From an optimization exercise on the open Yosys and OpenROAD flow, aimed at small area and a short achievable clock period; shortcuts taken in it are not production practice.
In this exercise RTL edits were held to simulation tests only and were not proved equivalent to the original.
The flow treats the clock pin as an ideal source. Dropping or thinning the clock tree relies on that and would not hold on a real chip.
Power is estimated from default activity; no workload was simulated.

==> flow/design.v <==
module async_ram_sp (
	input clk, rst_n,
	input MOSI,             
	input ho_d,             
	input ho,               
	input [9:0] sr,         
	output reg [7:0] dout   
	);
function [8:0] ring_slot;    
	input [7:0] a;
	reg [4:0] r;
	reg [1:0] y;
	begin
		if (a[3:2] != 2'b11) begin
			r = {1'b0, a[7:4]};
			y = a[3:2];
		end else begin
			case (a[7:4])
			4'd0:  begin r = 5'd16; y = 2'd0; end
			4'd1:  begin r = 5'd16; y = 2'd1; end
			4'd2:  begin r = 5'd16; y = 2'd2; end
			4'd3:  begin r = 5'd17; y = 2'd0; end
			4'd4:  begin r = 5'd17; y = 2'd1; end
			4'd5:  begin r = 5'd17; y = 2'd2; end
			4'd6:  begin r = 5'd18; y = 2'd0; end
			4'd7:  begin r = 5'd18; y = 2'd1; end
			4'd8:  begin r = 5'd18; y = 2'd2; end
			4'd9:  begin r = 5'd19; y = 2'd0; end
			4'd10: begin r = 5'd19; y = 2'd1; end
			4'd11: begin r = 5'd19; y = 2'd2; end
			4'd12: begin r = 5'd20; y = 2'd0; end
			4'd13: begin r = 5'd20; y = 2'd1; end
			4'd14: begin r = 5'd20; y = 2'd2; end
			default: begin r = 5'd21; y = 2'd0; end
			endcase
		end
		ring_slot = {r, y, a[1:0]};
	end
endfunction
wire [8:0] rd_addr = ring_slot({sr[6:0], MOSI});
wire [8:0] wr_addr = ring_slot(sr[8:1]);
reg [1:0] phx, phy;
always @(posedge clk) begin
	phx <= phx + 2'd1;
	if (phx == 2'd3)
		phy <= (phy == 2'd2) ? 2'd0 : phy + 2'd1;
end
wire [1:0] nphx = phx + 2'd1;
wire [1:0] nphy = (phx != 2'd3) ? phy : (phy == 2'd2) ? 2'd0 : phy + 2'd1;
reg [4:0] r_ring, w_ring;    
reg [3:0] r_slot, w_slot;
reg pa, pw, pr;              
reg [7:0] wdata;             
reg [7:0] wbus;              
reg wp;                      
reg wzd;                     
reg [7:0] pf;                
reg w_match, r_match;        
reg [5:0] rsel_hi;           
reg [3:0] rsel_lo;           
reg [5:0] land_hi;           
reg [3:0] land_lo;           
reg [7:0] tq;                
reg same_ring;               
wire c00 = pa & rst_n;
wire c01 = pw & rst_n;
wire c11 = pr & rst_n;
wire [1:0] nnphx = phx + 2'd2;
wire [1:0] nnphy = (phx[1] == 1'b0) ? phy : (phy == 2'd2) ? 2'd0 : phy + 2'd1;
reg w_match_d;
always @(posedge clk)
	w_match_d <= (nnphx == w_slot[1:0]) & ((nnphy == w_slot[3:2]) | (w_ring == 5'd21) | (w_slot[3:2] == 2'b11));
wire w_land = wp & w_match;
wire w_keep = wp & ~w_match;
wire wp_d = c01 | w_keep;
always @(posedge clk) begin
	pa <= rst_n & ho & (sr[9:8] == 2'b00);
	pw <= rst_n & ho & (sr[9:8] == 2'b01);
	pr <= rst_n & ho & (sr[9:8] == 2'b11);
	w_match <= w_match_d;
	r_match <= (nphx == r_slot[1:0]) & ((nphy == r_slot[3:2]) | (r_ring == 5'd21));
	land_hi <= (w_match_d & wp_d) ? (6'd1 << w_ring[4:2]) : 6'd0;
	land_lo <= 4'd1 << w_ring[1:0];
	rsel_hi <= 6'd1 << r_ring[4:2];
	rsel_lo <= 4'd1 << r_ring[1:0];
	same_ring <= (w_ring == r_ring);
end
wire [22*8-1:0] pre;    
genvar g;
generate
	for (g = 0; g < 22; g = g + 1) begin : rg
		localparam N = (g == 21) ? 4 : 12;
		reg [8*N-1:0] s;
		wire [7:0] nxt = (land_hi[g / 4] & land_lo[g % 4]) ? wbus : s[8*N-1 -: 8];
		always @(posedge clk)
			s <= {s[8*N-9:0], nxt};
		assign pre[8*g +: 8] = s[8*N-9 -: 8];
	end
endgenerate
reg [7:0] tq_d;
integer i;
always @(*) begin
	tq_d = 8'd0;
	for (i = 0; i < 22; i = i + 1)
		tq_d = tq_d | (pre[8*i +: 8] & {8{rsel_hi[i / 4] & rsel_lo[i % 4]}});
end
wire [7:0] pf_d = !r_match ? pf : (w_land && same_ring) ? wdata : tq;
wire zreq = ~rst_n | wzd;
always @(posedge clk) begin
	tq <= tq_d;
	pf <= pf_d;
	if (c01)
		wdata <= sr[8:1];
	wbus <= c01 ? sr[8:1] : wdata;
	wp <= wp_d;
	wzd <= zreq & w_keep;
	if (c00) begin
		w_ring <= wr_addr[8:4];
		w_slot <= wr_addr[3:0];
	end else if (zreq && !w_keep) begin
		w_ring <= 5'd0;
		w_slot <= 4'd0;
	end
	if (~rst_n) begin
		r_ring <= 5'd0;
		r_slot <= 4'd0;
	end else if (ho_d && sr[8:7] == 2'b10) begin
		r_ring <= rd_addr[8:4];
		r_slot <= rd_addr[3:0];
	end
	if (~rst_n)
		dout <= 8'd0;
	else if (c11)
		dout <= pf_d;
end
endmodule
module slave (
	input MOSI, SS_n, clk, rst_n,
	input [7:0] tx_data,
	output reg MISO,
	output ho_d,                 
	output reg ho,               
	output reg [9:0] shift_reg   
	);
localparam IDLE = 3'b000;
localparam CHK_CMD = 3'b001;
localparam READ_ADD = 3'b010;
localparam READ_DATA = 3'b011;
localparam WRITE = 3'b100;
reg [2:0] cs, ns;
reg [4:0] counter;
reg flag;
reg show;    
wire in_frame = (cs == READ_ADD) || (cs == READ_DATA) || (cs == WRITE);
always @(posedge clk) begin
	if (SS_n)
		counter <= 0;
	else if (cs != IDLE)
		if (cs != READ_DATA && counter == 11)
			counter <= 0;
		else if (cs == READ_DATA && counter == 20)
			counter <= 0;
		else
			counter <= counter + 1;
	else
		counter <= 0;
end
always @(posedge clk)
	shift_reg <= {shift_reg[8:0], MOSI};
always @(posedge clk) begin
	if (~rst_n) begin
		cs <= IDLE;
		flag <= 1'b0;
	end
	else begin
		cs <= ns;
		if (cs == READ_ADD)
			flag <= 1'b1;
		else if (cs == READ_DATA)
			flag <= 1'b0;
	end
end
always @(*) begin
	ns = cs;
	case (cs)
		IDLE:      ns = SS_n ? IDLE : CHK_CMD;
		CHK_CMD:   if (SS_n) ns = IDLE;
		           else if (counter != 0) ns = shift_reg[0] ? (flag ? READ_DATA : READ_ADD) : WRITE;
		READ_ADD,
		READ_DATA,
		WRITE:     if (SS_n) ns = IDLE;
		default:   ns = IDLE;
	endcase
end
assign ho_d = rst_n && !SS_n && in_frame && counter == 10;
always @(posedge clk) begin
	ho <= ho_d;
	show <= rst_n && !SS_n && cs == READ_DATA && counter >= 12 && counter <= 19;
end
wire [2:0] bit_idx = 3'd4 - counter[2:0];    
always @(posedge clk) begin
	if (~rst_n)
		MISO <= 1'b0;
	else
		MISO <= show && tx_data[bit_idx];
end
endmodule
module top (
    input clk, rst_n, MOSI, SS_n,
    output MISO
    );
wire [9:0] sr;       
wire ho_d;           
wire ho;             
wire [7:0] tx_data;  
slave dut (
    .MOSI(MOSI),
    .SS_n(SS_n),
    .clk(clk),
    .rst_n(rst_n),
    .tx_data(tx_data),
    .MISO(MISO),
    .ho_d(ho_d),
    .ho(ho),
    .shift_reg(sr)
    );
async_ram_sp my_ram (
    .clk(clk),
    .rst_n(rst_n),
    .MOSI(MOSI),
    .ho_d(ho_d),
    .ho(ho),
    .sr(sr),
    .dout(tx_data)
    );
endmodule
export LEC_CHECK = 0
export CAP_MARGIN = 20
export CORE_MARGIN = 2
export CORE_UTILIZATION = 70
export PLACE_DENSITY = 0.8
export SETUP_SLACK_MARGIN = 2.3
export SLEW_MARGIN = 20
create_clock -name core_clock -period 4.0 [get_ports {clk}]
standard.sh (not shown) runs the stock make flow with config.mk's settings and CLKGATE_MAP_FILE= SYNTH_SCRIPT=/design/flow/synth_recipe.tcl, a recipe that flattens the netlist after the stock synthesis.
==> flow/flow/run.sh <==
#!/bin/bash
# The standard flow's own layout (standard.sh), with one change in its clock tree synthesis step:
# flow/post_cts.tcl (which runs flow/ctree.tcl), sourced at the end of ORFS's cts.tcl
# (POST_CTS_TCL), replaces the
# clock tree with a two-level one (clock port -> 4 buffers -> 66 leaf buffers -> flip-flops).
# standard.sh's output goes to standard.log, each tool's to ORFS's own logs under orfs/logs.
set -euo pipefail
export CTS_ARGS="-sink_clustering_enable -repair_clock_nets -sink_clustering_size 26 -sink_clustering_max_diameter 80 -dont_use_dummy_load"
export POST_CTS_TCL="$PWD/flow/post_cts.tcl"
export CTREE_LEAVES=66
export CTREE_TOP=sky130_fd_sc_hd__clkbuf_16
export CTREE_LEAF=sky130_fd_sc_hd__clkbuf_16
bash standard.sh finish > standard.log 2>&1
==> flow/flow/ctree.tcl <==
# Sourced by ORFS's cts.tcl at its end (POST_CTS_TCL), after clock_tree_synthesis,
# repair_timing and detailed_placement. It replaces the clock tree with a two-level one:
#   clock port -> 4 top buffers -> CTREE_LEAVES leaf buffers -> flip-flops
# The flip-flops are split into equal-sized compact groups by recursive bisection, one leaf
# buffer at the centre of each, and the leaf buffers likewise into four groups, one top
# buffer at the centre of each. Then the port buffers get a plain buffer cell, and detailed
# placement and timing repair run again, as cts.tcl does after clock_tree_synthesis.

set ct_block [ord::get_db_block]
set ct_db [ord::get_db]
set ct_clknet [[$ct_block findBTerm clk] getNet]
set ct_nleaf [expr {[info exists ::env(CTREE_LEAVES)] ? $::env(CTREE_LEAVES) : 84}]
set ct_ntop 4
set ct_topcell [expr {[info exists ::env(CTREE_TOP)] ? $::env(CTREE_TOP) : "sky130_fd_sc_hd__clkbuf_16"}]
set ct_leafcell [expr {[info exists ::env(CTREE_LEAF)] ? $::env(CTREE_LEAF) : "sky130_fd_sc_hd__clkbuf_16"}]
# the output pin of a clock buffer (X) or inverter (Y)
proc ct_out {inst} {
  set it [$inst findITerm X]
  if {$it eq "NULL"} { set it [$inst findITerm Y] }
  return $it
}

# every clock buffer and inverter below the port, and every flip-flop clock pin
set ct_bufs {}
set ct_sinks {}
set frontier [list $ct_clknet]
while {[llength $frontier]} {
  set next {}
  foreach net $frontier {
    foreach it [$net getITerms] {
      if {![$it isInputSignal]} { continue }
      set inst [$it getInst]
      set m [[$inst getMaster] getName]
      if {[string match "*clkbuf*" $m] || [string match "*clkinv*" $m]} {
        lappend ct_bufs $inst
        lappend next [[ct_out $inst] getNet]
      } else {
        lappend ct_sinks $it
      }
    }
  }
  set frontier $next
}
puts "ctree: [llength $ct_sinks] clock pins, [llength $ct_bufs] buffers removed"
foreach it $ct_sinks { $it disconnect }
foreach inst $ct_bufs {
  set onet [[ct_out $inst] getNet]
  odb::dbInst_destroy $inst
  if {$onet ne "NULL"} { odb::dbNet_destroy $onet }
}

# items: {x y payload}; split into k groups of equal size by recursive bisection
proc ct_split {items k} {
  if {$k <= 1} { return [list $items] }
  set n [llength $items]
  set xs [lmap i $items {lindex $i 0}]
  set ys [lmap i $items {lindex $i 1}]
  set w [expr {[tcl::mathfunc::max {*}$xs] - [tcl::mathfunc::min {*}$xs]}]
  set h [expr {[tcl::mathfunc::max {*}$ys] - [tcl::mathfunc::min {*}$ys]}]
  set axis [expr {$w >= $h ? 0 : 1}]
  set sorted [lsort -real -index $axis $items]
  set k1 [expr {$k / 2}]
  set n1 [expr {int(round(double($n) * $k1 / $k))}]
  return [concat [ct_split [lrange $sorted 0 [expr {$n1 - 1}]] $k1] \
                 [ct_split [lrange $sorted $n1 end] [expr {$k - $k1}]]]
}
proc ct_centre {items} {
  set sx 0.0; set sy 0.0
  foreach i $items { set sx [expr {$sx + [lindex $i 0]}]; set sy [expr {$sy + [lindex $i 1]}] }
  set n [llength $items]
  return [list [expr {int($sx / $n)}] [expr {int($sy / $n)}]]
}
proc ct_buffer {name cell x y innet} {
  global ct_block ct_db
  set inst [odb::dbInst_create $ct_block [$ct_db findMaster $cell] $name]
  $inst setLocation $x $y
  $inst setPlacementStatus PLACED
  set net [odb::dbNet_create $ct_block "clknet_$name"]
  $net setSigType CLOCK
  [$inst findITerm A] connect $innet
  [ct_out $inst] connect $net
  return $inst
}

set items {}
foreach it $ct_sinks {
  set b [[$it getInst] getBBox]
  lappend items [list [expr {([$b xMin] + [$b xMax]) / 2}] [expr {([$b yMin] + [$b yMax]) / 2}] $it]
}
set leafgroups [ct_split $items $ct_nleaf]

# leaf buffers: first make them (their input nets come later), grouped for the top level
set litems {}
set li 0
foreach g $leafgroups {
  lassign [ct_centre $g] x y
  lappend litems [list $x $y $g $li]
  incr li
}
set topgroups [ct_split $litems $ct_ntop]
set ct_tops {}
set ti 0
foreach tg $topgroups {
  lassign [ct_centre $tg] x y
  set top [ct_buffer "clkbuf_top_$ti" $ct_topcell $x $y $ct_clknet]
  lappend ct_tops $top
  set topnet [[ct_out $top] getNet]
  foreach l $tg {
    lassign $l lx ly g idx
    set leaf [ct_buffer "clkbuf_leaf_$idx" $ct_leafcell $lx $ly $topnet]
    set lnet [[ct_out $leaf] getNet]
    foreach s $g { [lindex $s 2] connect $lnet }
  }
  incr ti
}
puts "ctree: [llength $leafgroups] leaf buffers of [llength [lindex $leafgroups 0]] to [llength [lindex $leafgroups end]] clock pins, $ct_ntop top buffers"

# plain buffers at the ports
foreach inst [$ct_block getInsts] {
  if {[regexp {^(input|output)\d+$} [$inst getName]] && [string match "*clkdlybuf*" [[$inst getMaster] getName]]} {
    $inst swapMaster [$ct_db findMaster sky130_fd_sc_hd__buf_4]
  }
}

proc ct_report {} {
  global ct_tops
  set lat {}
  foreach t $ct_tops {
    set worst 0.0
    set best 1e9
    foreach it [[[ct_out $t] getNet] getITerms] {
      if {![$it isInputSignal]} { continue }
      foreach it2 [[[ct_out [$it getInst]] getNet] getITerms] {
        if {![$it2 isInputSignal]} { continue }
        set a [get_property [get_pins [[$it2 getInst] getName]/[[$it2 getMTerm] getName]] arrival_max_rise]
        if {$a > $worst} { set worst $a }
        if {$a < $best} { set best $a }
      }
    }
    lappend lat [format "%.3f-%.3f" $best $worst]
  }
  puts "ctree: clock pin arrival per top buffer: $lat"
}

detailed_placement
set_propagated_clock [all_clocks]
estimate_parasitics -placement
ct_report
repair_timing_helper
detailed_placement
estimate_parasitics -placement
ct_report
check_placement -verbose
Other scripts of this flow, unchanged in this note and not shown: flow/flow/post_cts.tcl
The first run ran to the end with no violations.
==> next run, changes <==
==> flow/flow/run.sh (replaced) <==
#!/bin/bash
# The standard flow's own layout (standard.sh), with one change in its clock tree synthesis step:
# flow/post_cts.tcl (which runs flow/ctree.tcl), sourced at the end of ORFS's cts.tcl
# (POST_CTS_TCL), replaces the
# clock tree with a two-level one (clock port -> 4 buffers -> 72 leaf buffers -> flip-flops).
# standard.sh's output goes to standard.log, each tool's to ORFS's own logs under orfs/logs.
set -euo pipefail
export CTS_ARGS="-sink_clustering_enable -repair_clock_nets -sink_clustering_size 26 -sink_clustering_max_diameter 80 -dont_use_dummy_load"
export POST_CTS_TCL="$PWD/flow/post_cts.tcl"
export CTREE_LEAVES=72
export CTREE_TOP=sky130_fd_sc_hd__clkbuf_16
export CTREE_LEAF=sky130_fd_sc_hd__clkbuf_16
bash standard.sh finish > standard.log 2>&1
--- a/flow/config.mk
+++ b/flow/config.mk
@@ -10,4 +10,4 @@
 export CORE_UTILIZATION = 70
 export PLACE_DENSITY = 0.8
-export SETUP_SLACK_MARGIN = 2.3
+export SETUP_SLACK_MARGIN = 2.26
 export SLEW_MARGIN = 20
=> Hold slack gains 0.016 ns; wire length is about the same; total power increases by 0.96%; worst setup slack loses 0.0040 ns; via count barely changes.
==> next run, changes <==
--- a/flow/flow/run.sh
+++ b/flow/flow/run.sh
@@ -3,5 +3,5 @@
 # flow/post_cts.tcl (which runs flow/ctree.tcl), sourced at the end of ORFS's cts.tcl
 # (POST_CTS_TCL), replaces the
-# clock tree with a two-level one (clock port -> 4 buffers -> 72 leaf buffers -> flip-flops).
+# clock tree with a two-level one (clock port -> 4 buf_16 buffers -> 72 leaf buffers -> flip-flops).
 # standard.sh's output goes to standard.log, each tool's to ORFS's own logs under orfs/logs.
 set -euo pipefail
@@ -9,5 +9,5 @@
 export POST_CTS_TCL="$PWD/flow/post_cts.tcl"
 export CTREE_LEAVES=72
-export CTREE_TOP=sky130_fd_sc_hd__clkbuf_16
+export CTREE_TOP=sky130_fd_sc_hd__buf_16
 export CTREE_LEAF=sky130_fd_sc_hd__clkbuf_16
 bash standard.sh finish > standard.log 2>&1
What happened: The changed run ran to the end with no violations. Routed wire length stays flat. Final area barely changes. Worst setup slack gets better by 0.019 ns.
==> next run, changes <==
--- a/flow/config.mk
+++ b/flow/config.mk
@@ -10,4 +10,4 @@
 export CORE_UTILIZATION = 70
 export PLACE_DENSITY = 0.8
-export SETUP_SLACK_MARGIN = 2.26
+export SETUP_SLACK_MARGIN = 2.3
 export SLEW_MARGIN = 20
What happened: Maximum frequency came out lower by 4.3%. Wire length rose by 0.64%. Total power hardly moves. Cell area stays flat. Die area stays the same. Global-route usage falls by 0.19 points. Worst setup slack got worse by 0.078 ns. Cell count stays flat.
In every run of this note, the design's own scripts or RTL, not TritonCTS, make the clock network.

[re-timing with driven ports]
In the flow no input, the clock included, has a driving cell. The finished layouts below were timed again as built, in two steps.
Step 1 sets driving cells, clkbuf_16 on the clock port and buf_2 on the other inputs (assumed; they add their load-dependent delay and slew).
Step 2 times the ports against the registers' clock, not the clock port: input delays grow and output delays shrink by t, the midpoint of the rising clock arrivals with the driver on.
a / b / c = ideal ports / drivers / drivers and shift; a / b = the first two.
run | shift t [ns] | setup WS [ns] | slew at the worst register clock pin (ns)
the first run | 0.627 | 2.262 / 2.151 / 2.054 | 0.12 / 0.12
the second run | 0.626 | 2.258 / 2.131 / 2.011 | 0.11 / 0.11
the third run | 0.619 | 2.278 / 2.141 / 2.010 | 0.11 / 0.11
the fourth run | 0.623 | 2.200 / 2.125 / 2.064 | 0.11 / 0.11
After both steps every run listed still meets setup and hold. The setup slack of the third run, which loses most, moves by -0.137 ns with the drivers and by -0.268 ns with both steps.
